This design comes from an exercise in tuning for small area, a short achievable clock period and few clock cycles on the open sky130 flow, not from production work. The RTL was checked by simulation tests, not by an equivalence proof against the original design.

===== flow/run.sh =====
#!/bin/bash
# synth_recipe.tcl (not shown) runs the flow's synth.tcl, then flattens the netlist and writes it again
# the make line also repeats each setting of config.mk as NAME=value (left out here)
make -C /OpenROAD-flow-scripts/flow DESIGN_CONFIG=/design/flow/config.mk WORK_HOME=/design/flow/orfs CLKGATE_MAP_FILE= SYNTH_SCRIPT=/design/flow/synth_recipe.tcl finish

===== flow/config.mk =====
export PLATFORM = sky130hd
export DESIGN_NAME = HW3_FPMUL_SP
export DESIGN_NICKNAME = HW3_FPMUL_SP
export VERILOG_FILES = /design/flow/design.v
export SDC_FILE = /design/flow/constraint.sdc
export NUM_CORES = 4
export LEC_CHECK = 0
export ABC_CLOCK_PERIOD_IN_PS = 1200
export CAP_MARGIN = 20
export CORE_MARGIN = 2
export CORE_UTILIZATION = 40
export CTS_BUF_LIST = sky130_fd_sc_hd__clkbuf_4 sky130_fd_sc_hd__clkbuf_8
export SETUP_SLACK_MARGIN = 5
export SLEW_MARGIN = 20

===== flow/constraint.sdc =====
create_clock -name core_clock -period 9.0 [get_ports {Clk}]
set_input_delay 1.8000 -clock core_clock [delete_from_list [all_inputs] [get_ports {Clk}]]
set_output_delay 1.8000 -clock core_clock [all_outputs]
set_load 0.01 [all_outputs]

===== flow/design.v =====
module HW3_FPMUL_SP(Clk, Rst, St, FPmplier, FPmcand, Done, Ovf, Unf, FPproduct);
  input Clk, Rst, St;
  input [31:0] FPmcand;
  input [31:0] FPmplier;
  output reg Done;
  output Ovf, Unf;
  output [31:0] FPproduct;
  reg busy;                 
  reg [22:0] M;             
  reg [25:1] M3;            
  reg [8:0] ES;             
  reg sgn;
  reg [24:0] P;             
  wire [23:0] mi = {1'b1, FPmcand[22:0]};
  wire [24:0] qi = {1'b1, FPmplier[22:0], 1'b0};    
  wire [25:0] m3i = {1'b0, mi, 1'b0} + {2'b00, mi};
  reg [7:0] s1, s2, s3, s4, ng;    
  wire [7:0] s1i, s2i, s3i, s4i, ngi;
  genvar g;
  generate for (g = 0; g < 8; g = g + 1) begin : enc
    wire [3:0] b = qi[3*g+3:3*g];
    wire [2:0] v = {1'b0, b[2], 1'b0} + b[1] + b[0];
    wire [2:0] a = b[3] ? 3'd4 - v : v;
    assign s1i[g] = (a == 3'd1);
    assign s2i[g] = (a == 3'd2);
    assign s3i[g] = (a == 3'd3);
    assign s4i[g] = (a == 3'd4);
    assign ngi[g] = b[3];
  end endgenerate
  always @(posedge Clk) begin
    M <= FPmcand[22:0];
    M3 <= m3i[25:1];
    s1 <= s1i; s2 <= s2i; s3 <= s3i; s4 <= s4i; ng <= ngi;
  end
  wire [25:0] m1 = {2'b01, M};
  wire [25:0] m2 = {1'b1, M, 1'b0};
  wire [25:0] m3 = {M3, M[0]};
  wire [25:0] m4 = {1'b1, M, 2'b00};
  wire [25:0] y0 = (({26{s1[0]}} & m1) | ({26{s2[0]}} & m2) | ({26{s3[0]}} & m3) | ({26{s4[0]}} & m4)) ^ {26{ng[0]}};
  wire [25:0] y1 = (({26{s1[1]}} & m1) | ({26{s2[1]}} & m2) | ({26{s3[1]}} & m3) | ({26{s4[1]}} & m4)) ^ {26{ng[1]}};
  wire [25:0] y2 = (({26{s1[2]}} & m1) | ({26{s2[2]}} & m2) | ({26{s3[2]}} & m3) | ({26{s4[2]}} & m4)) ^ {26{ng[2]}};
  wire [25:0] y3 = (({26{s1[3]}} & m1) | ({26{s2[3]}} & m2) | ({26{s3[3]}} & m3) | ({26{s4[3]}} & m4)) ^ {26{ng[3]}};
  wire [25:0] y4 = (({26{s1[4]}} & m1) | ({26{s2[4]}} & m2) | ({26{s3[4]}} & m3) | ({26{s4[4]}} & m4)) ^ {26{ng[4]}};
  wire [25:0] y5 = (({26{s1[5]}} & m1) | ({26{s2[5]}} & m2) | ({26{s3[5]}} & m3) | ({26{s4[5]}} & m4)) ^ {26{ng[5]}};
  wire [25:0] y6 = (({26{s1[6]}} & m1) | ({26{s2[6]}} & m2) | ({26{s3[6]}} & m3) | ({26{s4[6]}} & m4)) ^ {26{ng[6]}};
  wire [25:0] y7 = (({26{s1[7]}} & m1) | ({26{s2[7]}} & m2) | ({26{s3[7]}} & m3) | ({26{s4[7]}} & m4)) ^ {26{ng[7]}};
  wire ng0 = ng[0];
  wire ng1 = ng[1];
  wire ng2 = ng[2];
  wire ng3 = ng[3];
  wire ng4 = ng[4];
  wire ng5 = ng[5];
  wire ng6 = ng[6];
  wire ng7 = ng[7];
  wire fs0 = 1'b1 ^ ~ng0 ^ M[2];
  wire fc0 = (1'b1 & ~ng0) | (1'b1 & M[2]) | (~ng0 & M[2]);
  wire fs1 = 1'b1 ^ M[3];
  wire fc1 = 1'b1 & M[3];
  wire fs2 = 1'b1 ^ M[4];
  wire fc2 = 1'b1 & M[4];
  wire fs3 = ng5 ^ y0[15];
  wire fc3 = ng5 & y0[15];
  wire fs4 = y0[16] ^ y1[13];
  wire fc4 = y0[16] & y1[13];
  wire fs5 = y0[17] ^ y1[14];
  wire fc5 = y0[17] & y1[14];
  wire fs6 = ng6 ^ y0[18] ^ y1[15];
  wire fc6 = (ng6 & y0[18]) | (ng6 & y1[15]) | (y0[18] & y1[15]);
  wire fs7 = y2[12] ^ y3[9];
  wire fc7 = y2[12] & y3[9];
  wire fs8 = y0[19] ^ y1[16] ^ y2[13];
  wire fc8 = (y0[19] & y1[16]) | (y0[19] & y2[13]) | (y1[16] & y2[13]);
  wire fs9 = y3[10] ^ y4[7];
  wire fc9 = y3[10] & y4[7];
  wire fs10 = y0[20] ^ y1[17] ^ y2[14];
  wire fc10 = (y0[20] & y1[17]) | (y0[20] & y2[14]) | (y1[17] & y2[14]);
  wire fs11 = y3[11] ^ y4[8];
  wire fc11 = y3[11] & y4[8];
  wire fs12 = ng7 ^ y0[21] ^ y1[18];
  wire fc12 = (ng7 & y0[21]) | (ng7 & y1[18]) | (y0[21] & y1[18]);
  wire fs13 = y2[15] ^ y3[12] ^ y4[9];
  wire fc13 = (y2[15] & y3[12]) | (y2[15] & y4[9]) | (y3[12] & y4[9]);
  wire fs14 = y5[6] ^ y6[3];
  wire fc14 = y5[6] & y6[3];
  wire fs15 = y0[22] ^ y1[19] ^ y2[16];
  wire fc15 = (y0[22] & y1[19]) | (y0[22] & y2[16]) | (y1[19] & y2[16]);
  wire fs16 = y3[13] ^ y4[10] ^ y5[7];
  wire fc16 = (y3[13] & y4[10]) | (y3[13] & y5[7]) | (y4[10] & y5[7]);
  wire fs17 = y6[4] ^ y7[1];
  wire fc17 = y6[4] & y7[1];
  wire fs18 = y0[23] ^ y1[20] ^ y2[17];
  wire fc18 = (y0[23] & y1[20]) | (y0[23] & y2[17]) | (y1[20] & y2[17]);
  wire fs19 = y3[14] ^ y4[11] ^ y5[8];
  wire fc19 = (y3[14] & y4[11]) | (y3[14] & y5[8]) | (y4[11] & y5[8]);
  wire fs20 = y6[5] ^ y7[2];
  wire fc20 = y6[5] & y7[2];
  wire fs21 = M[0] ^ y0[24] ^ y1[21];
  wire fc21 = (M[0] & y0[24]) | (M[0] & y1[21]) | (y0[24] & y1[21]);
  wire fs22 = y2[18] ^ y3[15] ^ y4[12];
  wire fc22 = (y2[18] & y3[15]) | (y2[18] & y4[12]) | (y3[15] & y4[12]);
  wire fs23 = y5[9] ^ y6[6] ^ y7[3];
  wire fc23 = (y5[9] & y6[6]) | (y5[9] & y7[3]) | (y6[6] & y7[3]);
  wire fs24 = M[1] ^ y0[25] ^ y1[22];
  wire fc24 = (M[1] & y0[25]) | (M[1] & y1[22]) | (y0[25] & y1[22]);
  wire fs25 = y2[19] ^ y3[16] ^ y4[13];
  wire fc25 = (y2[19] & y3[16]) | (y2[19] & y4[13]) | (y3[16] & y4[13]);
  wire fs26 = y5[10] ^ y6[7] ^ y7[4];
  wire fc26 = (y5[10] & y6[7]) | (y5[10] & y7[4]) | (y6[7] & y7[4]);
  wire fs27 = fs0 ^ y1[23] ^ y2[20];
  wire fc27 = (fs0 & y1[23]) | (fs0 & y2[20]) | (y1[23] & y2[20]);
  wire fs28 = y3[17] ^ y4[14] ^ y5[11];
  wire fc28 = (y3[17] & y4[14]) | (y3[17] & y5[11]) | (y4[14] & y5[11]);
  wire fs29 = y6[8] ^ y7[5];
  wire fc29 = y6[8] & y7[5];
  wire fs30 = fc0 ^ y1[24] ^ y2[21];
  wire fc30 = (fc0 & y1[24]) | (fc0 & y2[21]) | (y1[24] & y2[21]);
  wire fs31 = y3[18] ^ y4[15] ^ y5[12];
  wire fc31 = (y3[18] & y4[15]) | (y3[18] & y5[12]) | (y4[15] & y5[12]);
  wire fs32 = y6[9] ^ y7[6] ^ fs1;
  wire fc32 = (y6[9] & y7[6]) | (y6[9] & fs1) | (y7[6] & fs1);
  wire fs33 = y1[25] ^ y2[22] ^ y3[19];
  wire fc33 = (y1[25] & y2[22]) | (y1[25] & y3[19]) | (y2[22] & y3[19]);
  wire fs34 = y4[16] ^ y5[13] ^ y6[10];
  wire fc34 = (y4[16] & y5[13]) | (y4[16] & y6[10]) | (y5[13] & y6[10]);
  wire fs35 = y7[7] ^ fc1 ^ fs2;
  wire fc35 = (y7[7] & fc1) | (y7[7] & fs2) | (fc1 & fs2);
  wire fs36 = ~ng1 ^ M[5] ^ y2[23];
  wire fc36 = (~ng1 & M[5]) | (~ng1 & y2[23]) | (M[5] & y2[23]);
  wire fs37 = y3[20] ^ y4[17] ^ y5[14];
  wire fc37 = (y3[20] & y4[17]) | (y3[20] & y5[14]) | (y4[17] & y5[14]);
  wire fs38 = y6[11] ^ y7[8] ^ fc2;
  wire fc38 = (y6[11] & y7[8]) | (y6[11] & fc2) | (y7[8] & fc2);
  wire fs39 = 1'b1 ^ M[6] ^ y2[24];
  wire fc39 = (1'b1 & M[6]) | (1'b1 & y2[24]) | (M[6] & y2[24]);
  wire fs40 = y3[21] ^ y4[18] ^ y5[15];
  wire fc40 = (y3[21] & y4[18]) | (y3[21] & y5[15]) | (y4[18] & y5[15]);
  wire fs41 = y6[12] ^ y7[9];
  wire fc41 = y6[12] & y7[9];
  wire fs42 = 1'b1 ^ M[7] ^ y2[25];
  wire fc42 = (1'b1 & M[7]) | (1'b1 & y2[25]) | (M[7] & y2[25]);
  wire fs43 = y3[22] ^ y4[19] ^ y5[16];
  wire fc43 = (y3[22] & y4[19]) | (y3[22] & y5[16]) | (y4[19] & y5[16]);
  wire fs44 = y6[13] ^ y7[10];
  wire fc44 = y6[13] & y7[10];
  wire fs45 = ~ng2 ^ M[8] ^ y3[23];
  wire fc45 = (~ng2 & M[8]) | (~ng2 & y3[23]) | (M[8] & y3[23]);
  wire fs46 = y4[20] ^ y5[17] ^ y6[14];
  wire fc46 = (y4[20] & y5[17]) | (y4[20] & y6[14]) | (y5[17] & y6[14]);
  wire fs47 = 1'b1 ^ M[9] ^ y3[24];
  wire fc47 = (1'b1 & M[9]) | (1'b1 & y3[24]) | (M[9] & y3[24]);
  wire fs48 = y4[21] ^ y5[18];
  wire fc48 = y4[21] & y5[18];
  wire fs49 = 1'b1 ^ M[10] ^ y3[25];
  wire fc49 = (1'b1 & M[10]) | (1'b1 & y3[25]) | (M[10] & y3[25]);
  wire fs50 = y4[22] ^ y5[19];
  wire fc50 = y4[22] & y5[19];
  wire fs51 = ~ng3 ^ M[11] ^ y4[23];
  wire fc51 = (~ng3 & M[11]) | (~ng3 & y4[23]) | (M[11] & y4[23]);
  wire fs52 = 1'b1 ^ M[12];
  wire fc52 = 1'b1 & M[12];
  wire fs53 = 1'b1 ^ M[13];
  wire fc53 = 1'b1 & M[13];
  wire fs54 = ng3 ^ y0[9];
  wire fc54 = ng3 & y0[9];
  wire fs55 = y0[10] ^ y1[7];
  wire fc55 = y0[10] & y1[7];
  wire fs56 = y0[11] ^ y1[8];
  wire fc56 = y0[11] & y1[8];
  wire fs57 = ng4 ^ y0[12] ^ y1[9];
  wire fc57 = (ng4 & y0[12]) | (ng4 & y1[9]) | (y0[12] & y1[9]);
  wire fs58 = y2[6] ^ y3[3];
  wire fc58 = y2[6] & y3[3];
  wire fs59 = y0[13] ^ y1[10] ^ y2[7];
  wire fc59 = (y0[13] & y1[10]) | (y0[13] & y2[7]) | (y1[10] & y2[7]);
  wire fs60 = y3[4] ^ y4[1];
  wire fc60 = y3[4] & y4[1];
  wire fs61 = y0[14] ^ y1[11] ^ y2[8];
  wire fc61 = (y0[14] & y1[11]) | (y0[14] & y2[8]) | (y1[11] & y2[8]);
  wire fs62 = y3[5] ^ y4[2];
  wire fc62 = y3[5] & y4[2];
  wire fs63 = y1[12] ^ y2[9] ^ y3[6];
  wire fc63 = (y1[12] & y2[9]) | (y1[12] & y3[6]) | (y2[9] & y3[6]);
  wire fs64 = y4[3] ^ y5[0] ^ fs3;
  wire fc64 = (y4[3] & y5[0]) | (y4[3] & fs3) | (y5[0] & fs3);
  wire fs65 = y2[10] ^ y3[7] ^ y4[4];
  wire fc65 = (y2[10] & y3[7]) | (y2[10] & y4[4]) | (y3[7] & y4[4]);
  wire fs66 = y5[1] ^ fc3 ^ fs4;
  wire fc66 = (y5[1] & fc3) | (y5[1] & fs4) | (fc3 & fs4);
  wire fs67 = y2[11] ^ y3[8] ^ y4[5];
  wire fc67 = (y2[11] & y3[8]) | (y2[11] & y4[5]) | (y3[8] & y4[5]);
  wire fs68 = y5[2] ^ fc4 ^ fs5;
  wire fc68 = (y5[2] & fc4) | (y5[2] & fs5) | (fc4 & fs5);
  wire fs69 = y4[6] ^ y5[3] ^ y6[0];
  wire fc69 = (y4[6] & y5[3]) | (y4[6] & y6[0]) | (y5[3] & y6[0]);
  wire fs70 = fc5 ^ fs6 ^ fs7;
  wire fc70 = (fc5 & fs6) | (fc5 & fs7) | (fs6 & fs7);
  wire fs71 = y5[4] ^ y6[1] ^ fc6;
  wire fc71 = (y5[4] & y6[1]) | (y5[4] & fc6) | (y6[1] & fc6);
  wire fs72 = fc7 ^ fs8 ^ fs9;
  wire fc72 = (fc7 & fs8) | (fc7 & fs9) | (fs8 & fs9);
  wire fs73 = y5[5] ^ y6[2] ^ fc8;
  wire fc73 = (y5[5] & y6[2]) | (y5[5] & fc8) | (y6[2] & fc8);
  wire fs74 = fc9 ^ fs10 ^ fs11;
  wire fc74 = (fc9 & fs10) | (fc9 & fs11) | (fs10 & fs11);
  wire fs75 = y7[0] ^ fc10 ^ fc11;
  wire fc75 = (y7[0] & fc10) | (y7[0] & fc11) | (fc10 & fc11);
  wire fs76 = fs12 ^ fs13 ^ fs14;
  wire fc76 = (fs12 & fs13) | (fs12 & fs14) | (fs13 & fs14);
  wire fs77 = fc12 ^ fc13 ^ fc14;
  wire fc77 = (fc12 & fc13) | (fc12 & fc14) | (fc13 & fc14);
  wire fs78 = fs15 ^ fs16 ^ fs17;
  wire fc78 = (fs15 & fs16) | (fs15 & fs17) | (fs16 & fs17);
  wire fs79 = fc15 ^ fc16 ^ fc17;
  wire fc79 = (fc15 & fc16) | (fc15 & fc17) | (fc16 & fc17);
  wire fs80 = fs18 ^ fs19 ^ fs20;
  wire fc80 = (fs18 & fs19) | (fs18 & fs20) | (fs19 & fs20);
  wire fs81 = fc18 ^ fc19 ^ fc20;
  wire fc81 = (fc18 & fc19) | (fc18 & fc20) | (fc19 & fc20);
  wire fs82 = fs21 ^ fs22 ^ fs23;
  wire fc82 = (fs21 & fs22) | (fs21 & fs23) | (fs22 & fs23);
  wire fs83 = fc21 ^ fc22 ^ fc23;
  wire fc83 = (fc21 & fc22) | (fc21 & fc23) | (fc22 & fc23);
  wire fs84 = fs24 ^ fs25 ^ fs26;
  wire fc84 = (fs24 & fs25) | (fs24 & fs26) | (fs25 & fs26);
  wire fs85 = fc24 ^ fc25 ^ fc26;
  wire fc85 = (fc24 & fc25) | (fc24 & fc26) | (fc25 & fc26);
  wire fs86 = fs27 ^ fs28 ^ fs29;
  wire fc86 = (fs27 & fs28) | (fs27 & fs29) | (fs28 & fs29);
  wire fs87 = fc27 ^ fc28 ^ fc29;
  wire fc87 = (fc27 & fc28) | (fc27 & fc29) | (fc28 & fc29);
  wire fs88 = fs30 ^ fs31 ^ fs32;
  wire fc88 = (fs30 & fs31) | (fs30 & fs32) | (fs31 & fs32);
  wire fs89 = fc30 ^ fc31 ^ fc32;
  wire fc89 = (fc30 & fc31) | (fc30 & fc32) | (fc31 & fc32);
  wire fs90 = fs33 ^ fs34 ^ fs35;
  wire fc90 = (fs33 & fs34) | (fs33 & fs35) | (fs34 & fs35);
  wire fs91 = fc33 ^ fc34 ^ fc35;
  wire fc91 = (fc33 & fc34) | (fc33 & fc35) | (fc34 & fc35);
  wire fs92 = fs36 ^ fs37 ^ fs38;
  wire fc92 = (fs36 & fs37) | (fs36 & fs38) | (fs37 & fs38);
  wire fs93 = fc36 ^ fc37 ^ fc38;
  wire fc93 = (fc36 & fc37) | (fc36 & fc38) | (fc37 & fc38);
  wire fs94 = fs39 ^ fs40 ^ fs41;
  wire fc94 = (fs39 & fs40) | (fs39 & fs41) | (fs40 & fs41);
  wire fs95 = fc39 ^ fc40 ^ fc41;
  wire fc95 = (fc39 & fc40) | (fc39 & fc41) | (fc40 & fc41);
  wire fs96 = fs42 ^ fs43 ^ fs44;
  wire fc96 = (fs42 & fs43) | (fs42 & fs44) | (fs43 & fs44);
  wire fs97 = y7[11] ^ fc42 ^ fc43;
  wire fc97 = (y7[11] & fc42) | (y7[11] & fc43) | (fc42 & fc43);
  wire fs98 = fc44 ^ fs45 ^ fs46;
  wire fc98 = (fc44 & fs45) | (fc44 & fs46) | (fs45 & fs46);
  wire fs99 = y6[15] ^ y7[12] ^ fc45;
  wire fc99 = (y6[15] & y7[12]) | (y6[15] & fc45) | (y7[12] & fc45);
  wire fs100 = fc46 ^ fs47 ^ fs48;
  wire fc100 = (fc46 & fs47) | (fc46 & fs48) | (fs47 & fs48);
  wire fs101 = y6[16] ^ y7[13] ^ fc47;
  wire fc101 = (y6[16] & y7[13]) | (y6[16] & fc47) | (y7[13] & fc47);
  wire fs102 = fc48 ^ fs49 ^ fs50;
  wire fc102 = (fc48 & fs49) | (fc48 & fs50) | (fs49 & fs50);
  wire fs103 = y5[20] ^ y6[17] ^ y7[14];
  wire fc103 = (y5[20] & y6[17]) | (y5[20] & y7[14]) | (y6[17] & y7[14]);
  wire fs104 = fc49 ^ fc50 ^ fs51;
  wire fc104 = (fc49 & fc50) | (fc49 & fs51) | (fc50 & fs51);
  wire fs105 = y4[24] ^ y5[21] ^ y6[18];
  wire fc105 = (y4[24] & y5[21]) | (y4[24] & y6[18]) | (y5[21] & y6[18]);
  wire fs106 = y7[15] ^ fs52 ^ fc51;
  wire fc106 = (y7[15] & fs52) | (y7[15] & fc51) | (fs52 & fc51);
  wire fs107 = y4[25] ^ y5[22] ^ y6[19];
  wire fc107 = (y4[25] & y5[22]) | (y4[25] & y6[19]) | (y5[22] & y6[19]);
  wire fs108 = y7[16] ^ fc52 ^ fs53;
  wire fc108 = (y7[16] & fc52) | (y7[16] & fs53) | (fc52 & fs53);
  wire fs109 = ~ng4 ^ M[14] ^ y5[23];
  wire fc109 = (~ng4 & M[14]) | (~ng4 & y5[23]) | (M[14] & y5[23]);
  wire fs110 = y6[20] ^ y7[17] ^ fc53;
  wire fc110 = (y6[20] & y7[17]) | (y6[20] & fc53) | (y7[17] & fc53);
  wire fs111 = 1'b1 ^ M[15] ^ y5[24];
  wire fc111 = (1'b1 & M[15]) | (1'b1 & y5[24]) | (M[15] & y5[24]);
  wire fs112 = y6[21] ^ y7[18];
  wire fc112 = y6[21] & y7[18];
  wire fs113 = 1'b1 ^ M[16] ^ y5[25];
  wire fc113 = (1'b1 & M[16]) | (1'b1 & y5[25]) | (M[16] & y5[25]);
  wire fs114 = y6[22] ^ y7[19];
  wire fc114 = y6[22] & y7[19];
  wire fs115 = ~ng5 ^ M[17] ^ y6[23];
  wire fc115 = (~ng5 & M[17]) | (~ng5 & y6[23]) | (M[17] & y6[23]);
  wire fs116 = 1'b1 ^ M[18];
  wire fc116 = 1'b1 & M[18];
  wire fs117 = 1'b1 ^ M[19];
  wire fc117 = 1'b1 & M[19];
  wire fs118 = ng2 ^ y0[6];
  wire fc118 = ng2 & y0[6];
  wire fs119 = y0[7] ^ y1[4];
  wire fc119 = y0[7] & y1[4];
  wire fs120 = y0[8] ^ y1[5];
  wire fc120 = y0[8] & y1[5];
  wire fs121 = y1[6] ^ y2[3] ^ y3[0];
  wire fc121 = (y1[6] & y2[3]) | (y1[6] & y3[0]) | (y2[3] & y3[0]);
  wire fs122 = y2[4] ^ y3[1] ^ fc54;
  wire fc122 = (y2[4] & y3[1]) | (y2[4] & fc54) | (y3[1] & fc54);
  wire fs123 = y2[5] ^ y3[2] ^ fc55;
  wire fc123 = (y2[5] & y3[2]) | (y2[5] & fc55) | (y3[2] & fc55);
  wire fs124 = y4[0] ^ fc56 ^ fs57;
  wire fc124 = (y4[0] & fc56) | (y4[0] & fs57) | (fc56 & fs57);
  wire fs125 = fc57 ^ fc58 ^ fs59;
  wire fc125 = (fc57 & fc58) | (fc57 & fs59) | (fc58 & fs59);
  wire fs126 = fc59 ^ fc60 ^ fs61;
  wire fc126 = (fc59 & fc60) | (fc59 & fs61) | (fc60 & fs61);
  wire fs127 = fc61 ^ fc62 ^ fs63;
  wire fc127 = (fc61 & fc62) | (fc61 & fs63) | (fc62 & fs63);
  wire fs128 = fc63 ^ fs65 ^ fc64;
  wire fc128 = (fc63 & fs65) | (fc63 & fc64) | (fs65 & fc64);
  wire fs129 = fc65 ^ fs67 ^ fc66;
  wire fc129 = (fc65 & fs67) | (fc65 & fc66) | (fs67 & fc66);
  wire fs130 = fc67 ^ fs69 ^ fc68;
  wire fc130 = (fc67 & fs69) | (fc67 & fc68) | (fs69 & fc68);
  wire fs131 = fc69 ^ fc70 ^ fs71;
  wire fc131 = (fc69 & fc70) | (fc69 & fs71) | (fc70 & fs71);
  wire fs132 = fc71 ^ fc72 ^ fs73;
  wire fc132 = (fc71 & fc72) | (fc71 & fs73) | (fc72 & fs73);
  wire fs133 = fc73 ^ fc74 ^ fs75;
  wire fc133 = (fc73 & fc74) | (fc73 & fs75) | (fc74 & fs75);
  wire fs134 = fc75 ^ fc76 ^ fs77;
  wire fc134 = (fc75 & fc76) | (fc75 & fs77) | (fc76 & fs77);
  wire fs135 = fc77 ^ fc78 ^ fs79;
  wire fc135 = (fc77 & fc78) | (fc77 & fs79) | (fc78 & fs79);
  wire fs136 = fc79 ^ fc80 ^ fs81;
  wire fc136 = (fc79 & fc80) | (fc79 & fs81) | (fc80 & fs81);
  wire fs137 = fc81 ^ fc82 ^ fs83;
  wire fc137 = (fc81 & fc82) | (fc81 & fs83) | (fc82 & fs83);
  wire fs138 = fc83 ^ fc84 ^ fs85;
  wire fc138 = (fc83 & fc84) | (fc83 & fs85) | (fc84 & fs85);
  wire fs139 = fc85 ^ fc86 ^ fs87;
  wire fc139 = (fc85 & fc86) | (fc85 & fs87) | (fc86 & fs87);
  wire fs140 = fc87 ^ fc88 ^ fs89;
  wire fc140 = (fc87 & fc88) | (fc87 & fs89) | (fc88 & fs89);
  wire fs141 = fc89 ^ fc90 ^ fs91;
  wire fc141 = (fc89 & fc90) | (fc89 & fs91) | (fc90 & fs91);
  wire fs142 = fc91 ^ fc92 ^ fs93;
  wire fc142 = (fc91 & fc92) | (fc91 & fs93) | (fc92 & fs93);
  wire fs143 = fc93 ^ fc94 ^ fs95;
  wire fc143 = (fc93 & fc94) | (fc93 & fs95) | (fc94 & fs95);
  wire fs144 = fc95 ^ fc96 ^ fs97;
  wire fc144 = (fc95 & fc96) | (fc95 & fs97) | (fc96 & fs97);
  wire fs145 = fc97 ^ fc98 ^ fs99;
  wire fc145 = (fc97 & fc98) | (fc97 & fs99) | (fc98 & fs99);
  wire fs146 = fc99 ^ fc100 ^ fs101;
  wire fc146 = (fc99 & fc100) | (fc99 & fs101) | (fc100 & fs101);
  wire fs147 = fs103 ^ fc101 ^ fc102;
  wire fc147 = (fs103 & fc101) | (fs103 & fc102) | (fc101 & fc102);
  wire fs148 = fc103 ^ fs105 ^ fc104;
  wire fc148 = (fc103 & fs105) | (fc103 & fc104) | (fs105 & fc104);
  wire fs149 = fc105 ^ fs107 ^ fs108;
  wire fc149 = (fc105 & fs107) | (fc105 & fs108) | (fs107 & fs108);
  wire fs150 = fc107 ^ fc108 ^ fs109;
  wire fc150 = (fc107 & fc108) | (fc107 & fs109) | (fc108 & fs109);
  wire fs151 = fc109 ^ fc110 ^ fs111;
  wire fc151 = (fc109 & fc110) | (fc109 & fs111) | (fc110 & fs111);
  wire fs152 = fc111 ^ fc112 ^ fs113;
  wire fc152 = (fc111 & fc112) | (fc111 & fs113) | (fc112 & fs113);
  wire fs153 = y7[20] ^ fc113 ^ fc114;
  wire fc153 = (y7[20] & fc113) | (y7[20] & fc114) | (fc113 & fc114);
  wire fs154 = y6[24] ^ y7[21] ^ fs116;
  wire fc154 = (y6[24] & y7[21]) | (y6[24] & fs116) | (y7[21] & fs116);
  wire fs155 = y6[25] ^ y7[22] ^ fc116;
  wire fc155 = (y6[25] & y7[22]) | (y6[25] & fc116) | (y7[22] & fc116);
  wire fs156 = ~ng6 ^ M[20] ^ y7[23];
  wire fc156 = (~ng6 & M[20]) | (~ng6 & y7[23]) | (M[20] & y7[23]);
  wire fs157 = 1'b1 ^ M[21];
  wire fc157 = 1'b1 & M[21];
  wire fs158 = 1'b1 ^ M[22];
  wire fc158 = 1'b1 & M[22];
  wire fs159 = ng1 ^ y0[3];
  wire fc159 = ng1 & y0[3];
  wire fs160 = y0[4] ^ y1[1];
  wire fc160 = y0[4] & y1[1];
  wire fs161 = y0[5] ^ y1[2];
  wire fc161 = y0[5] & y1[2];
  wire fs162 = y1[3] ^ y2[0] ^ fs118;
  wire fc162 = (y1[3] & y2[0]) | (y1[3] & fs118) | (y2[0] & fs118);
  wire fs163 = y2[1] ^ fc118 ^ fs119;
  wire fc163 = (y2[1] & fc118) | (y2[1] & fs119) | (fc118 & fs119);
  wire fs164 = y2[2] ^ fc119 ^ fs120;
  wire fc164 = (y2[2] & fc119) | (y2[2] & fs120) | (fc119 & fs120);
  wire fs165 = fs54 ^ fc120 ^ fs121;
  wire fc165 = (fs54 & fc120) | (fs54 & fs121) | (fc120 & fs121);
  wire fs166 = fs55 ^ fc121 ^ fs122;
  wire fc166 = (fs55 & fc121) | (fs55 & fs122) | (fc121 & fs122);
  wire fs167 = fs56 ^ fc122 ^ fs123;
  wire fc167 = (fs56 & fc122) | (fs56 & fs123) | (fc122 & fs123);
  wire fs168 = fs58 ^ fc123 ^ fs124;
  wire fc168 = (fs58 & fc123) | (fs58 & fs124) | (fc123 & fs124);
  wire fs169 = fs60 ^ fc124 ^ fs125;
  wire fc169 = (fs60 & fc124) | (fs60 & fs125) | (fc124 & fs125);
  wire fs170 = fs62 ^ fc125 ^ fs126;
  wire fc170 = (fs62 & fc125) | (fs62 & fs126) | (fc125 & fs126);
  wire fs171 = fs64 ^ fc126 ^ fs127;
  wire fc171 = (fs64 & fc126) | (fs64 & fs127) | (fc126 & fs127);
  wire fs172 = fs66 ^ fc127 ^ fs128;
  wire fc172 = (fs66 & fc127) | (fs66 & fs128) | (fc127 & fs128);
  wire fs173 = fs68 ^ fc128 ^ fs129;
  wire fc173 = (fs68 & fc128) | (fs68 & fs129) | (fc128 & fs129);
  wire fs174 = fs70 ^ fc129 ^ fs130;
  wire fc174 = (fs70 & fc129) | (fs70 & fs130) | (fc129 & fs130);
  wire fs175 = fs72 ^ fc130 ^ fs131;
  wire fc175 = (fs72 & fc130) | (fs72 & fs131) | (fc130 & fs131);
  wire fs176 = fs74 ^ fc131 ^ fs132;
  wire fc176 = (fs74 & fc131) | (fs74 & fs132) | (fc131 & fs132);
  wire fs177 = fs76 ^ fc132 ^ fs133;
  wire fc177 = (fs76 & fc132) | (fs76 & fs133) | (fc132 & fs133);
  wire fs178 = fs78 ^ fc133 ^ fs134;
  wire fc178 = (fs78 & fc133) | (fs78 & fs134) | (fc133 & fs134);
  wire fs179 = fs80 ^ fc134 ^ fs135;
  wire fc179 = (fs80 & fc134) | (fs80 & fs135) | (fc134 & fs135);
  wire fs180 = fs82 ^ fc135 ^ fs136;
  wire fc180 = (fs82 & fc135) | (fs82 & fs136) | (fc135 & fs136);
  wire fs181 = fs84 ^ fc136 ^ fs137;
  wire fc181 = (fs84 & fc136) | (fs84 & fs137) | (fc136 & fs137);
  wire fs182 = fs86 ^ fc137 ^ fs138;
  wire fc182 = (fs86 & fc137) | (fs86 & fs138) | (fc137 & fs138);
  wire fs183 = fs88 ^ fc138 ^ fs139;
  wire fc183 = (fs88 & fc138) | (fs88 & fs139) | (fc138 & fs139);
  wire fs184 = fs90 ^ fc139 ^ fs140;
  wire fc184 = (fs90 & fc139) | (fs90 & fs140) | (fc139 & fs140);
  wire fs185 = fs92 ^ fc140 ^ fs141;
  wire fc185 = (fs92 & fc140) | (fs92 & fs141) | (fc140 & fs141);
  wire fs186 = fs94 ^ fc141 ^ fs142;
  wire fc186 = (fs94 & fc141) | (fs94 & fs142) | (fc141 & fs142);
  wire fs187 = fs96 ^ fc142 ^ fs143;
  wire fc187 = (fs96 & fc142) | (fs96 & fs143) | (fc142 & fs143);
  wire fs188 = fs98 ^ fc143 ^ fs144;
  wire fc188 = (fs98 & fc143) | (fs98 & fs144) | (fc143 & fs144);
  wire fs189 = fs100 ^ fc144 ^ fs145;
  wire fc189 = (fs100 & fc144) | (fs100 & fs145) | (fc144 & fs145);
  wire fs190 = fs102 ^ fc145 ^ fs146;
  wire fc190 = (fs102 & fc145) | (fs102 & fs146) | (fc145 & fs146);
  wire fs191 = fs104 ^ fc146 ^ fs147;
  wire fc191 = (fs104 & fc146) | (fs104 & fs147) | (fc146 & fs147);
  wire fs192 = fs106 ^ fc147 ^ fs148;
  wire fc192 = (fs106 & fc147) | (fs106 & fs148) | (fc147 & fs148);
  wire fs193 = fc106 ^ fs149 ^ fc148;
  wire fc193 = (fc106 & fs149) | (fc106 & fc148) | (fs149 & fc148);
  wire fs194 = fs110 ^ fc149 ^ fs150;
  wire fc194 = (fs110 & fc149) | (fs110 & fs150) | (fc149 & fs150);
  wire fs195 = fs112 ^ fc150 ^ fs151;
  wire fc195 = (fs112 & fc150) | (fs112 & fs151) | (fc150 & fs151);
  wire fs196 = fs114 ^ fc151 ^ fs152;
  wire fc196 = (fs114 & fc151) | (fs114 & fs152) | (fc151 & fs152);
  wire fs197 = fs115 ^ fc152 ^ fs153;
  wire fc197 = (fs115 & fc152) | (fs115 & fs153) | (fc152 & fs153);
  wire fs198 = fc115 ^ fs154 ^ fc153;
  wire fc198 = (fc115 & fs154) | (fc115 & fc153) | (fs154 & fc153);
  wire fs199 = fs117 ^ fc154 ^ fs155;
  wire fc199 = (fs117 & fc154) | (fs117 & fs155) | (fc154 & fs155);
  wire fs200 = fc117 ^ fc155 ^ fs156;
  wire fc200 = (fc117 & fc155) | (fc117 & fs156) | (fc155 & fs156);
  wire fs201 = y7[24] ^ fs157 ^ fc156;
  wire fc201 = (y7[24] & fs157) | (y7[24] & fc156) | (fs157 & fc156);
  wire fs202 = y7[25] ^ fc157 ^ fs158;
  wire fc202 = (y7[25] & fc157) | (y7[25] & fs158) | (fc157 & fs158);
  wire fs203 = 1'b1 ^ ~ng7 ^ fc158;
  wire fc203 = (1'b1 & ~ng7) | (1'b1 & fc158) | (~ng7 & fc158);
  wire [47:0] TS = {fc202, fc201, fc200, fc199, fc198, fc197, fc196, fc195, fc194, fc193, fc192, fc191, fc190, fc189, fc188, fc187, fc186, fc185, fc184, fc183, fc182, fc181, fc180, fc179, fc178, fc177, fc176, fc175, fc174, fc173, fc172, fc171, fc170, fc169, fc168, fc167, fc166, fc165, fc164, fc163, fc162, fc161, fc160, fc159, y1[0], y0[2], y0[1], ng0};
  wire [47:0] TC = {fs203, fs202, fs201, fs200, fs199, fs198, fs197, fs196, fs195, fs194, fs193, fs192, fs191, fs190, fs189, fs188, fs187, fs186, fs185, fs184, fs183, fs182, fs181, fs180, fs179, fs178, fs177, fs176, fs175, fs174, fs173, fs172, fs171, fs170, fs169, fs168, fs167, fs166, fs165, fs164, fs163, fs162, fs161, fs160, fs159, 1'b0, 1'b0, y0[0]};
  wire [47:0] g0 = TS & TC, p0 = TS ^ TC;
  wire gq1_1 = g0[1] | (p0[1] & g0[0]);
  wire pq1_1 = p0[1] & p0[0];
  wire gq1_3 = g0[3] | (p0[3] & g0[2]);
  wire pq1_3 = p0[3] & p0[2];
  wire gq1_5 = g0[5] | (p0[5] & g0[4]);
  wire pq1_5 = p0[5] & p0[4];
  wire gq1_7 = g0[7] | (p0[7] & g0[6]);
  wire pq1_7 = p0[7] & p0[6];
  wire gq1_9 = g0[9] | (p0[9] & g0[8]);
  wire pq1_9 = p0[9] & p0[8];
  wire gq1_11 = g0[11] | (p0[11] & g0[10]);
  wire pq1_11 = p0[11] & p0[10];
  wire gq1_13 = g0[13] | (p0[13] & g0[12]);
  wire pq1_13 = p0[13] & p0[12];
  wire gq1_15 = g0[15] | (p0[15] & g0[14]);
  wire pq1_15 = p0[15] & p0[14];
  wire gq1_17 = g0[17] | (p0[17] & g0[16]);
  wire pq1_17 = p0[17] & p0[16];
  wire gq1_19 = g0[19] | (p0[19] & g0[18]);
  wire pq1_19 = p0[19] & p0[18];
  wire gq1_21 = g0[21] | (p0[21] & g0[20]);
  wire pq1_21 = p0[21] & p0[20];
  wire gq1_23 = g0[23] | (p0[23] & g0[22]);
  wire pq1_23 = p0[23] & p0[22];
  wire gq1_25 = g0[25] | (p0[25] & g0[24]);
  wire pq1_25 = p0[25] & p0[24];
  wire gq1_27 = g0[27] | (p0[27] & g0[26]);
  wire pq1_27 = p0[27] & p0[26];
  wire gq1_29 = g0[29] | (p0[29] & g0[28]);
  wire pq1_29 = p0[29] & p0[28];
  wire gq1_31 = g0[31] | (p0[31] & g0[30]);
  wire pq1_31 = p0[31] & p0[30];
  wire gq1_33 = g0[33] | (p0[33] & g0[32]);
  wire pq1_33 = p0[33] & p0[32];
  wire gq1_35 = g0[35] | (p0[35] & g0[34]);
  wire pq1_35 = p0[35] & p0[34];
  wire gq1_37 = g0[37] | (p0[37] & g0[36]);
  wire pq1_37 = p0[37] & p0[36];
  wire gq1_39 = g0[39] | (p0[39] & g0[38]);
  wire pq1_39 = p0[39] & p0[38];
  wire gq1_41 = g0[41] | (p0[41] & g0[40]);
  wire pq1_41 = p0[41] & p0[40];
  wire gq1_43 = g0[43] | (p0[43] & g0[42]);
  wire pq1_43 = p0[43] & p0[42];
  wire gq1_45 = g0[45] | (p0[45] & g0[44]);
  wire pq1_45 = p0[45] & p0[44];
  wire gq1_47 = g0[47] | (p0[47] & g0[46]);
  wire pq1_47 = p0[47] & p0[46];
  wire gq2_2 = g0[2] | (p0[2] & gq1_1);
  wire pq2_2 = p0[2] & pq1_1;
  wire gq2_3 = gq1_3 | (pq1_3 & gq1_1);
  wire pq2_3 = pq1_3 & pq1_1;
  wire gq2_6 = g0[6] | (p0[6] & gq1_5);
  wire pq2_6 = p0[6] & pq1_5;
  wire gq2_7 = gq1_7 | (pq1_7 & gq1_5);
  wire pq2_7 = pq1_7 & pq1_5;
  wire gq2_10 = g0[10] | (p0[10] & gq1_9);
  wire pq2_10 = p0[10] & pq1_9;
  wire gq2_11 = gq1_11 | (pq1_11 & gq1_9);
  wire pq2_11 = pq1_11 & pq1_9;
  wire gq2_14 = g0[14] | (p0[14] & gq1_13);
  wire pq2_14 = p0[14] & pq1_13;
  wire gq2_15 = gq1_15 | (pq1_15 & gq1_13);
  wire pq2_15 = pq1_15 & pq1_13;
  wire gq2_18 = g0[18] | (p0[18] & gq1_17);
  wire pq2_18 = p0[18] & pq1_17;
  wire gq2_19 = gq1_19 | (pq1_19 & gq1_17);
  wire pq2_19 = pq1_19 & pq1_17;
  wire gq2_22 = g0[22] | (p0[22] & gq1_21);
  wire pq2_22 = p0[22] & pq1_21;
  wire gq2_23 = gq1_23 | (pq1_23 & gq1_21);
  wire pq2_23 = pq1_23 & pq1_21;
  wire gq2_26 = g0[26] | (p0[26] & gq1_25);
  wire pq2_26 = p0[26] & pq1_25;
  wire gq2_27 = gq1_27 | (pq1_27 & gq1_25);
  wire pq2_27 = pq1_27 & pq1_25;
  wire gq2_30 = g0[30] | (p0[30] & gq1_29);
  wire pq2_30 = p0[30] & pq1_29;
  wire gq2_31 = gq1_31 | (pq1_31 & gq1_29);
  wire pq2_31 = pq1_31 & pq1_29;
  wire gq2_34 = g0[34] | (p0[34] & gq1_33);
  wire pq2_34 = p0[34] & pq1_33;
  wire gq2_35 = gq1_35 | (pq1_35 & gq1_33);
  wire pq2_35 = pq1_35 & pq1_33;
  wire gq2_38 = g0[38] | (p0[38] & gq1_37);
  wire pq2_38 = p0[38] & pq1_37;
  wire gq2_39 = gq1_39 | (pq1_39 & gq1_37);
  wire pq2_39 = pq1_39 & pq1_37;
  wire gq2_42 = g0[42] | (p0[42] & gq1_41);
  wire pq2_42 = p0[42] & pq1_41;
  wire gq2_43 = gq1_43 | (pq1_43 & gq1_41);
  wire pq2_43 = pq1_43 & pq1_41;
  wire gq2_46 = g0[46] | (p0[46] & gq1_45);
  wire pq2_46 = p0[46] & pq1_45;
  wire gq2_47 = gq1_47 | (pq1_47 & gq1_45);
  wire pq2_47 = pq1_47 & pq1_45;
  wire gq3_4 = g0[4] | (p0[4] & gq2_3);
  wire pq3_4 = p0[4] & pq2_3;
  wire gq3_5 = gq1_5 | (pq1_5 & gq2_3);
  wire pq3_5 = pq1_5 & pq2_3;
  wire gq3_6 = gq2_6 | (pq2_6 & gq2_3);
  wire pq3_6 = pq2_6 & pq2_3;
  wire gq3_7 = gq2_7 | (pq2_7 & gq2_3);
  wire pq3_7 = pq2_7 & pq2_3;
  wire gq3_12 = g0[12] | (p0[12] & gq2_11);
  wire pq3_12 = p0[12] & pq2_11;
  wire gq3_13 = gq1_13 | (pq1_13 & gq2_11);
  wire pq3_13 = pq1_13 & pq2_11;
  wire gq3_14 = gq2_14 | (pq2_14 & gq2_11);
  wire pq3_14 = pq2_14 & pq2_11;
  wire gq3_15 = gq2_15 | (pq2_15 & gq2_11);
  wire pq3_15 = pq2_15 & pq2_11;
  wire gq3_20 = g0[20] | (p0[20] & gq2_19);
  wire pq3_20 = p0[20] & pq2_19;
  wire gq3_21 = gq1_21 | (pq1_21 & gq2_19);
  wire pq3_21 = pq1_21 & pq2_19;
  wire gq3_22 = gq2_22 | (pq2_22 & gq2_19);
  wire pq3_22 = pq2_22 & pq2_19;
  wire gq3_23 = gq2_23 | (pq2_23 & gq2_19);
  wire pq3_23 = pq2_23 & pq2_19;
  wire gq3_28 = g0[28] | (p0[28] & gq2_27);
  wire pq3_28 = p0[28] & pq2_27;
  wire gq3_29 = gq1_29 | (pq1_29 & gq2_27);
  wire pq3_29 = pq1_29 & pq2_27;
  wire gq3_30 = gq2_30 | (pq2_30 & gq2_27);
  wire pq3_30 = pq2_30 & pq2_27;
  wire gq3_31 = gq2_31 | (pq2_31 & gq2_27);
  wire pq3_31 = pq2_31 & pq2_27;
  wire gq3_36 = g0[36] | (p0[36] & gq2_35);
  wire pq3_36 = p0[36] & pq2_35;
  wire gq3_37 = gq1_37 | (pq1_37 & gq2_35);
  wire pq3_37 = pq1_37 & pq2_35;
  wire gq3_38 = gq2_38 | (pq2_38 & gq2_35);
  wire pq3_38 = pq2_38 & pq2_35;
  wire gq3_39 = gq2_39 | (pq2_39 & gq2_35);
  wire pq3_39 = pq2_39 & pq2_35;
  wire gq3_44 = g0[44] | (p0[44] & gq2_43);
  wire pq3_44 = p0[44] & pq2_43;
  wire gq3_45 = gq1_45 | (pq1_45 & gq2_43);
  wire pq3_45 = pq1_45 & pq2_43;
  wire gq3_46 = gq2_46 | (pq2_46 & gq2_43);
  wire pq3_46 = pq2_46 & pq2_43;
  wire gq3_47 = gq2_47 | (pq2_47 & gq2_43);
  wire pq3_47 = pq2_47 & pq2_43;
  wire gq4_8 = g0[8] | (p0[8] & gq3_7);
  wire pq4_8 = p0[8] & pq3_7;
  wire gq4_9 = gq1_9 | (pq1_9 & gq3_7);
  wire pq4_9 = pq1_9 & pq3_7;
  wire gq4_10 = gq2_10 | (pq2_10 & gq3_7);
  wire pq4_10 = pq2_10 & pq3_7;
  wire gq4_11 = gq2_11 | (pq2_11 & gq3_7);
  wire pq4_11 = pq2_11 & pq3_7;
  wire gq4_12 = gq3_12 | (pq3_12 & gq3_7);
  wire pq4_12 = pq3_12 & pq3_7;
  wire gq4_13 = gq3_13 | (pq3_13 & gq3_7);
  wire pq4_13 = pq3_13 & pq3_7;
  wire gq4_14 = gq3_14 | (pq3_14 & gq3_7);
  wire pq4_14 = pq3_14 & pq3_7;
  wire gq4_15 = gq3_15 | (pq3_15 & gq3_7);
  wire pq4_15 = pq3_15 & pq3_7;
  wire gq4_24 = g0[24] | (p0[24] & gq3_23);
  wire pq4_24 = p0[24] & pq3_23;
  wire gq4_25 = gq1_25 | (pq1_25 & gq3_23);
  wire pq4_25 = pq1_25 & pq3_23;
  wire gq4_26 = gq2_26 | (pq2_26 & gq3_23);
  wire pq4_26 = pq2_26 & pq3_23;
  wire gq4_27 = gq2_27 | (pq2_27 & gq3_23);
  wire pq4_27 = pq2_27 & pq3_23;
  wire gq4_28 = gq3_28 | (pq3_28 & gq3_23);
  wire pq4_28 = pq3_28 & pq3_23;
  wire gq4_29 = gq3_29 | (pq3_29 & gq3_23);
  wire pq4_29 = pq3_29 & pq3_23;
  wire gq4_30 = gq3_30 | (pq3_30 & gq3_23);
  wire pq4_30 = pq3_30 & pq3_23;
  wire gq4_31 = gq3_31 | (pq3_31 & gq3_23);
  wire pq4_31 = pq3_31 & pq3_23;
  wire gq4_40 = g0[40] | (p0[40] & gq3_39);
  wire pq4_40 = p0[40] & pq3_39;
  wire gq4_41 = gq1_41 | (pq1_41 & gq3_39);
  wire pq4_41 = pq1_41 & pq3_39;
  wire gq4_42 = gq2_42 | (pq2_42 & gq3_39);
  wire pq4_42 = pq2_42 & pq3_39;
  wire gq4_43 = gq2_43 | (pq2_43 & gq3_39);
  wire pq4_43 = pq2_43 & pq3_39;
  wire gq4_44 = gq3_44 | (pq3_44 & gq3_39);
  wire pq4_44 = pq3_44 & pq3_39;
  wire gq4_45 = gq3_45 | (pq3_45 & gq3_39);
  wire pq4_45 = pq3_45 & pq3_39;
  wire gq4_46 = gq3_46 | (pq3_46 & gq3_39);
  wire pq4_46 = pq3_46 & pq3_39;
  wire gq4_47 = gq3_47 | (pq3_47 & gq3_39);
  wire pq4_47 = pq3_47 & pq3_39;
  wire gq5_16 = g0[16] | (p0[16] & gq4_15);
  wire pq5_16 = p0[16] & pq4_15;
  wire gq5_17 = gq1_17 | (pq1_17 & gq4_15);
  wire pq5_17 = pq1_17 & pq4_15;
  wire gq5_18 = gq2_18 | (pq2_18 & gq4_15);
  wire pq5_18 = pq2_18 & pq4_15;
  wire gq5_19 = gq2_19 | (pq2_19 & gq4_15);
  wire pq5_19 = pq2_19 & pq4_15;
  wire gq5_20 = gq3_20 | (pq3_20 & gq4_15);
  wire pq5_20 = pq3_20 & pq4_15;
  wire gq5_21 = gq3_21 | (pq3_21 & gq4_15);
  wire pq5_21 = pq3_21 & pq4_15;
  wire gq5_22 = gq3_22 | (pq3_22 & gq4_15);
  wire pq5_22 = pq3_22 & pq4_15;
  wire gq5_23 = gq3_23 | (pq3_23 & gq4_15);
  wire pq5_23 = pq3_23 & pq4_15;
  wire gq5_24 = gq4_24 | (pq4_24 & gq4_15);
  wire pq5_24 = pq4_24 & pq4_15;
  wire gq5_25 = gq4_25 | (pq4_25 & gq4_15);
  wire pq5_25 = pq4_25 & pq4_15;
  wire gq5_26 = gq4_26 | (pq4_26 & gq4_15);
  wire pq5_26 = pq4_26 & pq4_15;
  wire gq5_27 = gq4_27 | (pq4_27 & gq4_15);
  wire pq5_27 = pq4_27 & pq4_15;
  wire gq5_28 = gq4_28 | (pq4_28 & gq4_15);
  wire pq5_28 = pq4_28 & pq4_15;
  wire gq5_29 = gq4_29 | (pq4_29 & gq4_15);
  wire pq5_29 = pq4_29 & pq4_15;
  wire gq5_30 = gq4_30 | (pq4_30 & gq4_15);
  wire pq5_30 = pq4_30 & pq4_15;
  wire gq5_31 = gq4_31 | (pq4_31 & gq4_15);
  wire pq5_31 = pq4_31 & pq4_15;
  wire gq6_32 = g0[32] | (p0[32] & gq5_31);
  wire pq6_32 = p0[32] & pq5_31;
  wire gq6_33 = gq1_33 | (pq1_33 & gq5_31);
  wire pq6_33 = pq1_33 & pq5_31;
  wire gq6_34 = gq2_34 | (pq2_34 & gq5_31);
  wire pq6_34 = pq2_34 & pq5_31;
  wire gq6_35 = gq2_35 | (pq2_35 & gq5_31);
  wire pq6_35 = pq2_35 & pq5_31;
  wire gq6_36 = gq3_36 | (pq3_36 & gq5_31);
  wire pq6_36 = pq3_36 & pq5_31;
  wire gq6_37 = gq3_37 | (pq3_37 & gq5_31);
  wire pq6_37 = pq3_37 & pq5_31;
  wire gq6_38 = gq3_38 | (pq3_38 & gq5_31);
  wire pq6_38 = pq3_38 & pq5_31;
  wire gq6_39 = gq3_39 | (pq3_39 & gq5_31);
  wire pq6_39 = pq3_39 & pq5_31;
  wire gq6_40 = gq4_40 | (pq4_40 & gq5_31);
  wire pq6_40 = pq4_40 & pq5_31;
  wire gq6_41 = gq4_41 | (pq4_41 & gq5_31);
  wire pq6_41 = pq4_41 & pq5_31;
  wire gq6_42 = gq4_42 | (pq4_42 & gq5_31);
  wire pq6_42 = pq4_42 & pq5_31;
  wire gq6_43 = gq4_43 | (pq4_43 & gq5_31);
  wire pq6_43 = pq4_43 & pq5_31;
  wire gq6_44 = gq4_44 | (pq4_44 & gq5_31);
  wire pq6_44 = pq4_44 & pq5_31;
  wire gq6_45 = gq4_45 | (pq4_45 & gq5_31);
  wire pq6_45 = pq4_45 & pq5_31;
  wire gq6_46 = gq4_46 | (pq4_46 & gq5_31);
  wire pq6_46 = pq4_46 & pq5_31;
  wire gq6_47 = gq4_47 | (pq4_47 & gq5_31);
  wire pq6_47 = pq4_47 & pq5_31;
  wire [47:0] PF = p0 ^ {gq6_46, gq6_45, gq6_44, gq6_43, gq6_42, gq6_41, gq6_40, gq6_39, gq6_38, gq6_37, gq6_36, gq6_35, gq6_34, gq6_33, gq6_32, gq5_31, gq5_30, gq5_29, gq5_28, gq5_27, gq5_26, gq5_25, gq5_24, gq5_23, gq5_22, gq5_21, gq5_20, gq5_19, gq5_18, gq5_17, gq5_16, gq4_15, gq4_14, gq4_13, gq4_12, gq4_11, gq4_10, gq4_9, gq4_8, gq3_7, gq3_6, gq3_5, gq3_4, gq2_3, gq2_2, gq1_1, g0[0], 1'b0};
  always @(posedge Clk) begin
    if (Rst) begin
      Done <= 1'b1;
      busy <= 1'b0;
    end else begin
      Done <= !(Done && St);
      busy <= Done && St;
    end
    if (Done && St) begin
      ES <= FPmcand[30:23] + FPmplier[30:23];
      sgn <= FPmcand[31] ^ FPmplier[31];
    end
    if (busy) P <= PF[47:23];
  end
  wire p47 = P[24];
  assign FPproduct[22:0] = p47 ? P[23:1] : P[22:0];
  assign FPproduct[30:23] = ES[7:0] + 8'd129 + p47;
  assign FPproduct[31] = sgn;
  assign Ovf = p47 ? (ES >= 9'd381) : (ES >= 9'd382);
  assign Unf = p47 ? (ES <= 9'd126) : (ES <= 9'd127);
endmodule

==> results by group, run 1 <==
Run status
  • Status: timing/DRC/antenna clean

Route
  • DR vias: 14710
  • DR WL met3: 6219 um
  • Post-route ant nets: 0
  • Highest routed metal layer: met5
  • DRC Markers: 0
  • First-pass DRT Iterations: 6
  • Wire length per cell: 23.74 um
  • Routed vias/inst: 6.129
  • Met2 WL: 24630 um
  • Starting DRT DRC Count: 1741
  • Drt total wl: 56970 um
  • Met1 Wirelength: 23360 um

Synthesis
  • Post-Syn Nets: 2162
  • Primary FF master, synth: dfxtp_1
  • Seq/Total Area, Yosys: 0.1694
  • Yosys reg bits: 124
  • Synth warnings: 1
  • Commonest cells in the netlist: xnor2_1, inv_1, a221oi_1
  • Synth area leader: fa_1
  • Gate Count Post-Synth: 1797
  • Mean Syn Cell Area: 9.306 um2
  • Post-synth EDFFs: 35
  • Count leader, synth: xnor2_1
  • Cell variety after synth: 57
  • Post-synth top area share: 0.1939
  • Synth area leaders: fa_1, xnor2_1, dfxtp_1
  • FFs w/ async S/R, synth: 0
  • Mapped cell area: 0.01672 mm2

Timing
  • Min Tclk post-route: 5.384 ns
  • Final-report max-slew violation count: 0
  • Maximum clock frequency: 185.7 MHz
  • Clock skew: 0.02957 ns
  • Slew @ Worst Pin: 1.024 ns
  • Max_slew headroom: 0.3167
  • Fin. Hold Viols: 0
  • Setup violations, final: 0
  • Tcrit/Tclk final: 0.5982
  • RSZ-0062 raised after global routing: yes
  • Setup TNS: 0 ns

Worst setup path
  • Crit-path max cell delay: 0.56 ns
  • Worst path arrival time: 5.62 ns
  • Cell family with the largest share of critical-path delay: adder cells
  • Crit Path Category: reg2reg
  • Crit path top cell by count: fa_1
  • CP max FO: 21
  • Worst setup SP type: flop
  • Worst-path cell chain: buf_4 -> inv_2 -> xnor2_1 -> fa_1 -> inv_1 -> fa_1 -> inv_1 -> fa_1 -> fa_1 -> ha_4 -> a21o_1 -> a21oi_2 -> o211ai_1 -> o21ai_2 -> o32ai_4 -> nor2_4 -> o311ai_4 -> or3_1 -> a31oi_1 -> xnor2_1
  • CP endpoint kind: flop
  • CP Buf/Inv Count: 4
  • Data required, critical path: 9.24 ns
  • CP max stage cell: fa_1

Job
  • Maxcap violations: 0

Place
  • Post-placement cell count: 2304
  • Hpwl dp: 37670 um
  • Placed cell areas: 0.01853 mm2
  • PortBufs: 101
  • Routability cong.: 0.9352

Die
  • Starting density of the core: 0.4077
  • Die height: 208.5 um
  • Core ar.: 0.04102 mm2
  • Top-level I/O count: 102
  • FP Rows: 74
  • Die area: 0.04346 mm2
  • DIE WIDTH: 208.5 um

Layout
  • Final core occ: 0.4939
  • # fillers: 3754
  • Syn-to-layout area delta: 21.14%
  • Antenna diodes: 0
  • Design area: 0.02026 mm2
  • Ratio of cells with drive above 1 in the final layout: 0.1933
  • Fin cells: 2400
  • Final #Nets: 2220

Clock network
  • Total CTS buffers: 17
  • H-tree depth: 4
  • Sink Count: 124
  • Worst-skew pair later-pin latency: 0.51 ns
  • Clock Tree Buf Depth: 2
  • Root Buffer: clkbuf_8
  • CTS tree: yes
  • Cts hold-fix bufs: 0
  • Reg clk slew, reported paths: 0.10 ns

Global routing
  • Overall routing resource usage: 0.2600
  • Initial antenna violation count: 1
  • Largest net degree at the start of global routing: 29
  • First-pass GRT wire length: 86970 um
  • Global route overflow: 0
  • Vias in the first global route: 14550

Worst hold path
  • Tightest Hold Check Type: reg2reg
-- placed cells by master, fill, tap and decap left out, types with 21 or more instances in the layout --
master             n
a21oi_1           49
a221oi_1         120
a221oi_2          47
a22o_1           162
buf_4             82
buf_6             23
clkdlybuf4s50_1   86
dfxtp_1           58
dfxtp_2           21
edfxtp_1          35
fa_1             138
fa_2              24
ha_1             121
inv_1            201
mux2_2            23
nand2_1           44
nor2_1            71
o21ai_0           23
xnor2_1          204
xor2_1            27
-- layer usage --
layer  global-route usage  vias up
met5             0.007786        -
met4               0.1248        4
met3              0.08211      188
met2               0.3900      854
met1               0.3383     7120
li1                     -     6543
-- cell families (layout without fill, tap and decap cells) --
group | count (synthesis) | in the layout | synth area share
adder cells (fa/ha/maj) | 298 | 298 | 0.2957
multiplexers | 23 | 23 | 0.01549
XOR/XNOR | 238 | 238 | 0.1247
AO/OA/AOI/OAI | 525 | 525 | 0.2510
buffers and inverters | 393 | 464 | 0.08904
AND/OR/NAND/NOR | 196 | 196 | 0.05477
flip-flops | 124 | 124 | 0.1694
-- worst paths after layout --
kind | start | end | slack [ns] | cells after the start
min reg2reg | Done | Done | 0.82 | 2
max | ng[3] | P[24] | 3.62 | 20
max reg2reg | ng[3] | P[24] | 3.62 | 20
min | Done | Done | 0.82 | 2
-- stage by stage --
| stage | setup WS [ns] | hold slack (ns) |
|---|---|---|
| final | 3.616 | 0.8206 |
| after global routing | 3.390 | 0.8834 |
| after global placement | 3.106 | 0.7840 |
| after detailed placement | 3.029 | 0.8068 |
| after floorplan | 3.915 | 0.7505 |
| after CTS | 3.629 | 0.8253 |
-- worst min-delay path, delay by kind of cell (launching register included) --
family	cells	cell delay, ns
DFF	1	0.31
and+or+nand+nor	2	0.47
-- final cells by class --
type                    count  area [um2]  area share
well taps                 532       665.6     0.03286
multi-input cells        1280       13290      0.6562
clock buffers              19       255.2     0.01260
flip-flops and latches    124        2897      0.1430
inverters                 213       803.3     0.03965
repair buffers            219        2178      0.1075
clock inverters            13       165.2    0.008153
-- state kept, by name (all words and copies together), names as in the netlist --
signal	count
M3	25
P	25
busy	1
ES	9
ng	7
s1	8
s2	8
s3	8
M	23
sgn	1
Done	1
s4	8
-- what timing repair did --
action | 4_1_cts | 5_1_grt
cloned | 4 | 0
gates resized for setup | 114 | 72
pin swaps | 31 | 35
setup buffers | 53 | 7
endpoints found under the hold margin | 0 | 0
setup endpoints to repair | 41 | 34
Testbench counts, summed over its fixed seeds: cycles 16,000.
==> inputs of run 2 (changes only) <==
--- a/flow/config.mk
+++ b/flow/config.mk
@@ -5,7 +5,7 @@
 export SDC_FILE = /design/flow/constraint.sdc
 export NUM_CORES = 4
 export LEC_CHECK = 0
-export ABC_CLOCK_PERIOD_IN_PS = 1200
+export ABC_CLOCK_PERIOD_IN_PS = 600
 export CAP_MARGIN = 20
 export CORE_MARGIN = 2
 export CORE_UTILIZATION = 40
==> results by group, run 2 <==
Synthesis
  • Count leader, synth: xnor2_1
  • Post-Syn Nets: 2162
  • Post-synth EDFFs: 35
  • Main combinational cell family by area after synthesis: adder cells
  • Mapped cell area: 0.01672 mm2
  • Mean Syn Cell Area: 9.306 um2
  • Post-Synth XOR/XNOR Area: 0.1247
  • Seq/Total Area, Yosys: 0.1694
  • Gate Count Post-Synth: 1797
  • Post-synthesis compound-gate area fraction: 0.2510
  • Primary FF master, synth: dfxtp_1
  • Yosys reg bits: 124
  • Synth warnings: 1
  • Synth Area in Adders: 0.2957
  • Cell variety after synth: 57
  • Post-synth top area share: 0.1939
  • Commonest cells in the netlist: xnor2_1, inv_1, a221oi_1
  • Synth area leaders: fa_1, xnor2_1, dfxtp_1
  • Synth area leader: fa_1
  • FFs w/ async S/R, synth: 0
  • Mux cell area share after synthesis: 0.01549
  • Post-Synth Simple-Gate Area: 0.05477

Route
  • First-pass DRT Iterations: 6
  • Drt total wl: 56970 um
  • Post-route ant nets: 0
  • DR vias: 14710
  • Wire length per cell: 23.74 um
  • Routed vias/inst: 6.129
  • Starting DRT DRC Count: 1741
  • DRC Markers: 0

Timing
  • Slew @ Worst Pin: 1.024 ns
  • Final-report max-slew violation count: 0
  • Setup violations, final: 0
  • Min Tclk post-route: 5.384 ns
  • Setup TNS: 0 ns
  • Clock skew: 0.02957 ns
  • Maximum clock frequency: 185.7 MHz
  • Tcrit/Tclk final: 0.5982
  • Max_slew headroom: 0.3167
  • Fin. Hold Viols: 0
  • RSZ-0062 raised after global routing: yes

Layout
  • Syn-to-layout area delta: 21.14%
  • Ratio of cells with drive above 1 in the final layout: 0.1933
  • Most frequent cells in the layout: xnor2_1, inv_1, a22o_1, fa_1, ha_1
  • Final #Nets: 2220
  • Final core occ: 0.4939
  • Antenna diodes: 0
  • Largest registers: M3 x25, P x25, M x23
  • # fillers: 3754
  • Most common cell after layout, fill and taps aside: xnor2_1

Place
  • Hpwl dp: 37670 um
  • Routability cong.: 0.9352
  • PortBufs: 101

Global routing
  • Vias in the first global route: 14550
  • Global route overflow: 0
  • Overall routing resource usage: 0.2600
  • First-pass GRT wire length: 86970 um
  • Largest net degree at the start of global routing: 29
  • Initial antenna violation count: 1

Clock network
  • Root Buffer: clkbuf_8
  • H-tree depth: 4
  • Total CTS buffers: 17
  • Clock Tree Buf Depth: 2
  • CTS tree: yes
  • Worst-skew pair later-pin latency: 0.51 ns
  • Cts hold-fix bufs: 0
  • Sink Count: 124
  • Reg clk slew, reported paths: 0.10 ns

Worst setup path
  • CP max stage cell: fa_1
  • Worst flop-to-flop path startpoint: ng[3]
  • Crit Path Category: reg2reg
  • CP Buf/Inv Count: 4
  • Worst path arrival time: 5.62 ns
  • RR Endpoint: P[24]
  • CP max FO: 21
  • Crit-path max cell delay: 0.56 ns
  • FF-to-FF setup slack: 3.62 ns
  • Reg2reg path depth: 20
  • Data required, critical path: 9.24 ns
  • CP endpoint kind: flop
  • Crit path top cell by count: fa_1
  • Cell family with the largest share of critical-path delay: adder cells
  • Worst setup SP type: flop
  • Worst-path cell chain: buf_4 -> inv_2 -> xnor2_1 -> fa_1 -> inv_1 -> fa_1 -> inv_1 -> fa_1 -> fa_1 -> ha_4 -> a21o_1 -> a21oi_2 -> o211ai_1 -> o21ai_2 -> o32ai_4 -> nor2_4 -> o311ai_4 -> or3_1 -> a31oi_1 -> xnor2_1

Die
  • Top-level I/O count: 102
  • Starting density of the core: 0.4077
  • FP Rows: 74
  • DIE WIDTH: 208.5 um
  • Die height: 208.5 um
  • Core ar.: 0.04102 mm2
  • Die area: 0.04346 mm2

Worst hold path
  • Hold_sp: Done
  • Hold Path End: Done
  • Hold Path Cell Cnt: 2
  • Tightest Hold Check Type: reg2reg

Run status
  • Status: timing/DRC/antenna clean

Job
  • Maxcap violations: 0
-- run 2: cell counts in the layout (fill, tap and decap cells not counted) --
Identical to the previous run, type by type.
-- run 2: worst max path at each step --
stage / start / slack [ns] / cells after the start / to
after floorplan: M[7] / 3.92 / 20 / P[24]
after global placement: ng[5] / 3.11 / 17 / P[24]
after detailed placement: ng[5] / 3.03 / 17 / P[24]
after CTS: s3[1] / 3.63 / 23 / P[19]
after global routing: s3[6] / 3.39 / 20 / P[24]
final: ng[3] / 3.62 / 20 / P[24]
-- run 2: repair_timing --
action / in CTS / in global routing
gates resized for setup: 114 / 72
pin swaps: 31 / 35
setup buffers: 53 / 7
cloned: 4 / 0
endpoints found under the setup margin: 41 / 34
-- run 2: cell type report --
cell class	instances	area, um2	area share
well taps	532	665.6	0.03286
multi-input cells	1280	13290	0.6562
repair buffers	219	2178	0.1075
clock inverters	13	165.2	0.008153
clock buffers	19	255.2	0.01260
inverters	213	803.3	0.03965
flip-flops and latches	124	2897	0.1430
-- run 2: layer usage --
metal | part of all wire | wire, um | GRT usage
met1 | 0.41 | 23360 | 0.3383
met4 | 0.047 | 2706 | 0.1248
met2 | 0.43 | 24630 | 0.3900
met5 | 0.0010 | 57 | 0.007786
met3 | 0.11 | 6219 | 0.08211
-- run 2: logic make-up (layout without fill, tap and decap cells) --
kind of cell               after synthesis  in the layout
AOI/OAI and AO/OA                      525            525
buffers and inverters                  393            464
adders and majority gates              298            298
xor gates and xnor gates               238            238
and+or+nand+nor                        196            196
DFF                                    124            124
muxes                                   23             23
-- run 2: worst reg2reg max path, cell delays in order (launching register included) --
cell and delay, ns:
dfxtp_1 0.32, buf_4 0.40, inv_2 0.29, xnor2_1 0.21, fa_1 0.50, inv_1 0.07
fa_1 0.38, inv_1 0.09, fa_1 0.44, fa_1 0.56, ha_4 0.24, a21o_1 0.17
a21oi_2 0.20, o211ai_1 0.15, o21ai_2 0.12, o32ai_4 0.15, nor2_4 0.13, o311ai_4 0.09
or3_1 0.35, a31oi_1 0.17, xnor2_1 0.09
-- run 2: metrics by stage --
stage	cell area, um2	cells	hold slack [ns]	worst slack (ns)
global route	20260	2400	0.8834	3.390
detailed placement	18530	2304	0.8068	3.029
CTS	19890	2393	0.8253	3.629
floorplan	17380	1797	0.7505	3.915
global placement	18530	2304	0.7840	3.106
finish	20260	2400	0.8206	3.616

[re-timing with driven ports]
The results above use ideal ports. As a check the final layouts listed here were re-extracted and re-timed, cells and wires unchanged. Step 1, drivers: a clkbuf_16 drives Clk and a buf_2 each remaining input, both assumed. Step 2 also shifts input and output timing later by t, the mid clock arrival at the registers, as if the neighbouring blocks saw the same clock. Slacks: ideal ports / drivers / drivers and shift; pairs: ideal ports / drivers.
| run | t (ns) | setup slack, ns | worst setup path at the end | clock arrival spread, ns | worst register clock-pin slew, ns |
|---|---|---|---|---|---|
| run 1 | 0.538 | 3.616 / 3.616 / 3.616 | register to register | 0.030 / 0.029 | 0.10 / 0.10 |
| run 2 | 0.538 | 3.616 / 3.616 / 3.616 | register to register | 0.030 / 0.029 | 0.10 / 0.10 |
After both steps every run listed still meets setup and hold.
